What follows belongs to an exercise in optimizing a design on an open flow for small area and a short achievable clock period; a production flow would make more cautious choices.
At most, simulation tests tie the RTL to the original design; equivalence was not proved.

==> flow/design.v (excerpt) <==
module cordic (
    input  wire        clk,
    input  wire        rst,
    input  wire        valid_i,
    input  wire signed [16:0] x_i,
    input  wire signed [16:0] y_i,
    output wire        valid_o,
    output wire signed [16:0] x_o,
    output wire signed [16:0] y_o
    );
Size in the first run: roughly 6000 cells after synthesis, about 580 flip-flops, about 72 I/O pins, roughly 0.038 sq mm of cells after synthesis.
==> flow/config.mk <==
export PLATFORM = sky130hd
export DESIGN_NAME = cordic
export DESIGN_NICKNAME = cordic
export VERILOG_FILES = /design/flow/design.v
export SDC_FILE = /design/flow/constraint.sdc
export NUM_CORES = 4
export LEC_CHECK = 0
export ABC_AREA = 1
export CAP_MARGIN = 20
export CORE_MARGIN = 2
export CORE_UTILIZATION = 55
export SETUP_SLACK_MARGIN = 2.0
export SLEW_MARGIN = 20
==> flow/constraint.sdc <==
create_clock -name core_clock -period 4.6 [get_ports {clk}]
set_input_delay 0.9200 -clock core_clock [delete_from_list [all_inputs] [get_ports {clk}]]
set_output_delay 0.9200 -clock core_clock [all_outputs]
set_load 0.01 [all_outputs]
standard.sh (not shown) runs the stock make flow with config.mk's settings and CLKGATE_MAP_FILE= SYNTH_SCRIPT=/design/flow/synth_recipe.tcl, a recipe that flattens the netlist after the stock synthesis.
==> flow/flow/run.sh <==
#!/bin/bash
# The standard layout (standard.sh: ORFS from synthesis to the final layout), with one change:
# ADDER_MAP_FILE is empty, so ORFS's synthesis skips Yosys's full/half adder extraction and abc maps
# the adders' logic like the rest. Everything else, including the registers, is the standard flow.
set -euo pipefail
cd "$(dirname "$0")/.."
export ADDER_MAP_FILE=
bash standard.sh > standard.log 2>&1
Edit:
==> flow/run.sh (new file) <==
#!/bin/bash
# synth_recipe.tcl (not shown) runs the flow's synth.tcl, then flattens the netlist and writes it again
# the make line also repeats each setting of config.mk as NAME=value (left out here)
make -C /OpenROAD-flow-scripts/flow DESIGN_CONFIG=/design/flow/config.mk WORK_HOME=/design/flow/orfs CLKGATE_MAP_FILE= SYNTH_SCRIPT=/design/flow/synth_recipe.tcl finish
- ABC_AREA: 1 -> default
- CORE_UTILIZATION: 55 -> 40
- SETUP_SLACK_MARGIN: 2.0 -> 1.8
removed: flow/flow/run.sh
removed: flow/standard.sh
- The new run completed with no timing, DRC or antenna violations
- routed wire length falls by roughly a tenth
- sequential share of layout area fell by 1.5 points
Edit:
==> flow/flow/run.sh (new file) <==
#!/bin/bash
# The standard layout (standard.sh: ORFS from synthesis to the final layout), with one change:
# ADDER_MAP_FILE is empty, so ORFS's synthesis skips Yosys's full/half adder extraction and abc maps
# the adders' logic like the rest. Everything else, including the registers, is the standard flow.
set -euo pipefail
cd "$(dirname "$0")/.."
export ADDER_MAP_FILE=
bash standard.sh > standard.log 2>&1
==> flow/standard.sh (new file) <==
#!/bin/bash
# synth_recipe.tcl (not shown) runs the flow's synth.tcl, then flattens the netlist and writes it again
# the make line also repeats each setting of config.mk as NAME=value (left out here)
make -C /OpenROAD-flow-scripts/flow DESIGN_CONFIG=/design/flow/config.mk WORK_HOME=/design/flow/orfs CLKGATE_MAP_FILE= SYNTH_SCRIPT=/design/flow/synth_recipe.tcl "${@:-finish}"
- ABC_AREA: default -> 1
- CTS_CLUSTER_DIAMETER: default -> 120
- CTS_CLUSTER_SIZE: default -> 20
- SETUP_SLACK_MARGIN: 1.8 -> 2.0
removed: flow/run.sh
The changed run ran to the end with no violations.
Routed wire length grows by 8.9%.
Synthesized cell count goes up by 79%.
Count of clock-buffer cells in the layout is lower by 46.
Via count grows by 42%.
Setup slack improved by 810 ps.
Cell area fell by 7.3%.
Synthesized area increases by 9.4%.
Die area is higher by 9.3%.
Final cell count went up by 51%.
Edit:
==> flow/run.sh (new file) <==
#!/bin/bash
# synth_recipe.tcl (not shown) runs the flow's synth.tcl, then flattens the netlist and writes it again
# the make line also repeats each setting of config.mk as NAME=value (left out here)
make -C /OpenROAD-flow-scripts/flow DESIGN_CONFIG=/design/flow/config.mk WORK_HOME=/design/flow/orfs CLKGATE_MAP_FILE= SYNTH_SCRIPT=/design/flow/synth_recipe.tcl finish
- CTS_CLUSTER_DIAMETER: 120 -> default
- CTS_CLUSTER_SIZE: 20 -> default
- SETUP_SLACK_MARGIN: 2.0 -> 1.0
removed: flow/flow/run.sh
removed: flow/standard.sh
The changed run completed with no timing, DRC or antenna violations.
Flip-flop and latch count stays the same.
Fmax went down by about 27%.
Register-to-register slack is worse by 920 ps.

* * *

## run 1
Another version of the RTL of cordic (not shown whole).
For scale: about 7300 cells after synthesis, roughly 72 I/O pins, about 54000 µm² of cells after synthesis.
clock: 4.6 ns
lec_check: 0
abc_area: 1
cap_margin: 20
core_margin: 2
core_utilization: 40
setup_slack_margin: 2.2
slew_margin: 20
synth_hierarchical: 1
==> flow/flow/run.sh <==
#!/bin/bash
# The standard layout (standard.sh: ORFS from synthesis to the final layout), with one change:
# ADDER_MAP_FILE is empty, so ORFS's synthesis skips Yosys's full/half adder extraction and abc maps
# the adders' logic like the rest. Everything else, including the registers, is the standard flow.
set -euo pipefail
cd "$(dirname "$0")/.."
export ADDER_MAP_FILE=
bash standard.sh > standard.log 2>&1
## Diff of input files: run 2 against run 1
==> flow/run.sh (new file) <==
#!/bin/bash
# synth_recipe.tcl (not shown) runs the flow's synth.tcl, then flattens the netlist and writes it again
# the make line also repeats each setting of config.mk as NAME=value (left out here)
make -C /OpenROAD-flow-scripts/flow DESIGN_CONFIG=/design/flow/config.mk WORK_HOME=/design/flow/orfs CLKGATE_MAP_FILE= SYNTH_SCRIPT=/design/flow/synth_recipe.tcl finish
-- flow/config.mk --
<<< run 1, line 7
export LEC_CHECK = 0
export ABC_AREA = 1
export CAP_MARGIN = 20
>>> run 2, line 7
export LEC_CHECK = 0
export CAP_MARGIN = 20
<<< run 1, line 11
export CORE_UTILIZATION = 40
export SETUP_SLACK_MARGIN = 2.2
export SLEW_MARGIN = 20
>>> run 2, line 10
export CORE_UTILIZATION = 40
export CTS_BUF_LIST = sky130_fd_sc_hd__clkbuf_4 sky130_fd_sc_hd__clkbuf_8
export SETUP_SLACK_MARGIN = 1.8
export SLEW_MARGIN = 20
removed: flow/flow/run.sh
removed: flow/standard.sh
--- outcome ---
reg2reg as the critical setup path kind was reported by run 2, and reg2out by run 1. Changes observed in run 2 relative to run 1: synthesized cell count shows a reduction of 41%; shortest clock period the worst path allows after layout shows an increase of 420 ps; met3 wire length shows a reduction of 29%; area of all placed cells without fillers shows a reduction of 4600 µm².
> inputs changed (run 2 -> run 3)
-- flow/config.mk --
<<< run 2, line 10
export CORE_UTILIZATION = 40
export CTS_BUF_LIST = sky130_fd_sc_hd__clkbuf_4 sky130_fd_sc_hd__clkbuf_8
export SETUP_SLACK_MARGIN = 1.8
export SLEW_MARGIN = 20
>>> run 3, line 10
export CORE_UTILIZATION = 40
export SETUP_SLACK_MARGIN = 2.5
export SLEW_MARGIN = 20
- On weighted congestion at the end of routability-driven global placement, the lower figure sits with run 3, not run 2.
- Note that the number of global-route vias before repair recorded for run 2 amounts to 0.948 times the value seen in run 3.
- The largest clock skew in the final design in run 3 was higher than what run 2 gave.
- Run 3 vs run 2: routed length per placed instance up
- Run 3 -> run 2: core region area delta 0, exact match
- Worst-path maximum fanout (lower): run 3
- When run 3 is measured against run 2, its register-to-register slack turns out 390 ps higher.
- Per the comparison of run 3 with run 2, setup slack saw an increase, worst hold slack after final layout now sits at about the same level.
No run of this note included a check of the RTL's function; only the layout flow was run.

* * *

== build 44 ==
cordic with an RTL version that a note above also has.
Size in the first run: ~6,000 cells after synthesis, ~580 flip-flops, about 72 I/O pins, roughly 38,000 sq um of cells after synthesis.
clock: 4.6 ns
lec_check: 0
abc_area: 1
cap_margin: 20
core_margin: 2
core_utilization: 40
cts_cluster_diameter: 120
cts_cluster_size: 20
setup_slack_margin: 2.2
slew_margin: 20
==> flow/flow/run.sh <==
#!/bin/bash
# The standard layout (standard.sh: ORFS from synthesis to the final layout), with one change:
# ADDER_MAP_FILE is empty, so ORFS's synthesis skips Yosys's full/half adder extraction and abc maps
# the adders' logic like the rest. Everything else, including the registers, is the standard flow.
set -euo pipefail
cd "$(dirname "$0")/.."
export ADDER_MAP_FILE=
bash standard.sh > standard.log 2>&1
Per the final summary, build 44 finished and its layout is clean on timing, DRC and antenna.
For build 10, these inputs were changed with respect to build 44:
Settings: swapping 2.2 for 2.1 in SETUP_SLACK_MARGIN.
Findings:
Going from build 44 to build 10, area added between synthesis and finish now smaller, number of design-rule violations left by the first detailed-router iteration increased 3.5%, non-clock buffer count decreased by 26% relative to the old numbers, worst hold-check slack essentially unchanged. Relative to build 44, global-route usage has decreased by 0.22 points in build 10. Cmp build 10 and build 44 / measured slew at the worst slew-check pin / lower: build 10. Fmax: build 10 and build 44 compared, higher one is build 44. Compared with build 44, build 10 has less setup slack.
#### Input delta (build 83 over build 10)
Settings: SETUP_SLACK_MARGIN now 1.5, was 2.1; CTS_CLUSTER_DIAMETER no longer set, was 120; CTS_CLUSTER_SIZE no longer set, was 20; ABC_AREA no longer set, was 1.
==> flow/run.sh (new file) <==
#!/bin/bash
# synth_recipe.tcl (not shown) runs the flow's synth.tcl, then flattens the netlist and writes it again
# the make line also repeats each setting of config.mk as NAME=value (left out here)
make -C /OpenROAD-flow-scripts/flow DESIGN_CONFIG=/design/flow/config.mk WORK_HOME=/design/flow/orfs CLKGATE_MAP_FILE= SYNTH_SCRIPT=/design/flow/synth_recipe.tcl finish
removed: flow/flow/run.sh
removed: flow/standard.sh
Notes after the runs:
Build 83: flow completed, timing, DRC and antenna clean. Taking build 10 as the reference, in build 83 die span in x shrank by 4.3%, clock skew grew by 5.2 ps, worst endpoint data arrival time grew by 2110 ps. Compared with build 10, build 83 shows a lower area after synthesis. Delta (build 83 minus build 10): via count now smaller; global-route usage now smaller. Most common cell after layout, fill and taps aside: nand2_1 -> build 10, dfxtp_1 -> build 83.
Edits applied to the flow inputs when going from build 83 to build 12:
Settings: CTS_CLUSTER_SIZE newly set to 30; SETUP_SLACK_MARGIN changed from 1.5 to 2.0; ABC_AREA newly set to 1; CTS_CLUSTER_DIAMETER newly set to 150.
==> flow/flow/run.sh (new file) <==
#!/bin/bash
# The standard layout (standard.sh: ORFS from synthesis to the final layout), with one change:
# ADDER_MAP_FILE is empty, so ORFS's synthesis skips Yosys's full/half adder extraction and abc maps
# the adders' logic like the rest. Everything else, including the registers, is the standard flow.
set -euo pipefail
cd "$(dirname "$0")/.."
export ADDER_MAP_FILE=
bash standard.sh > standard.log 2>&1
==> flow/standard.sh (new file) <==
#!/bin/bash
# synth_recipe.tcl (not shown) runs the flow's synth.tcl, then flattens the netlist and writes it again
# the make line also repeats each setting of config.mk as NAME=value (left out here)
make -C /OpenROAD-flow-scripts/flow DESIGN_CONFIG=/design/flow/config.mk WORK_HOME=/design/flow/orfs CLKGATE_MAP_FILE= SYNTH_SCRIPT=/design/flow/synth_recipe.tcl "${@:-finish}"
removed: flow/run.sh
[summary]
Build 12 went all the way through synthesis, placement and routing and the layout is clean on timing, DRC and antenna. On build 12: placeable core area is 9.4% higher than what build 83 gave. On row count: between build 83 and build 12, it ends up lower for build 83. In build 12, the worst hold margin came out 25 ps below the value in build 83. First-pass GRT wire length: lower on build 83. Compare build 83 and build 12 | post-layout net count higher: build 12. Relative to build 83, ratio of final minimum period to clock period has decreased by 15 points in build 12.
--- input diff build 12..build 66 ---
Settings: CTS_CLUSTER_SIZE removed (was 30); CTS_CLUSTER_DIAMETER removed (was 150).
### Flow results
Run comparison: build 66 class of the most critical setup path register to output pin; build 12 class of the most critical setup path register to register
Build 66 against build 12: synthesized cell count now sits at about the same level, maximum clock rate now sits lower, final core utilization now sits higher, met3 usage in global routing now sits higher.
diff inputs: build 66 => build 67
Settings: SETUP_SLACK_MARGIN: 2.0 -> 2.1; CTS_CLUSTER_SIZE: unset -> 20; CTS_CLUSTER_DIAMETER: unset -> 120; PLACE_DENSITY: unset -> 0.5.
Notes after the runs:
- The global-route track usage on met3 in build 67 sits 0.25 points below the value recorded for build 66.
- Taking build 66 as the reference, in build 67 number of gates resized after CTS saw an increase, area growth from synthesis to layout saw a decrease, worst path setup slack after routing saw an increase, wire length saw an increase, global-route wire length before repair saw an increase.
- Looking at critical path capture point, the ry_a[15] result is from build 67; the x_o[8] one comes from build 66.
- Lower fraction of met1 tracks used by global routing goes to build 66 over build 67.

## re-timing with driven ports
How much do the figures lean on ideal ports? The routed layouts below were timed once more, with nothing changed but the port constraints. Step 1 sets driving cells, clkbuf_16 on the clock port and buf_2 on the other inputs (assumed; they add their load-dependent delay and slew). Step 2 moves the port delays by t, midway between the first and last clock arrival at a register: inputs arrive t later, outputs are due t later. That takes back most of the time a late clock gives input paths. Three values: ideal ports, drivers, drivers and shift; two values: the first two.
run | shift t [ns] | slack for setup (ns) | worst setup path at the end | pins driven straight from the clock port
the first run of note 1 | 0.692 | 2.051 / 2.089 / 1.397 | input to register | 1
the second run of note 1 | 0.663 | 1.370 / 1.370 / 1.351 | input to register | 1
the third run of note 1 | 0.623 | 2.178 / 2.136 / 1.628 | input to register | 1
the fourth run of note 1 | 0.674 | 1.261 / 1.261 / 1.261 | register to register | 1
run 1 | 0.795 | 2.323 / 2.254 / 2.121 | input to register | 1
run 2 | 0.899 | 1.902 / 1.902 / 1.764 | input to register | 1
run 3 | 0.768 | 2.292 / 2.292 / 1.822 | input to register | 1
build 44 | 0.621 | 2.258 / 2.200 / 1.769 | input to register | 1
build 10 | 0.623 | 2.199 / 2.133 / 1.663 | input to register | 1
build 83 | 0.663 | 1.474 / 1.474 / 1.366 | input to register | 1
build 12 | 0.647 | 2.176 / 2.113 / 1.631 | input to register | 1
build 66 | 0.709 | 2.132 / 2.065 / 1.544 | input to register | 1
build 67 | 0.637 | 2.228 / 2.165 / 1.634 | input to register | 1
After both steps setup and hold are still met in every run listed. For the first run of note 1, which loses most, drivers alone change the setup slack by +0.038 ns; drivers and shift together by -0.654 ns.
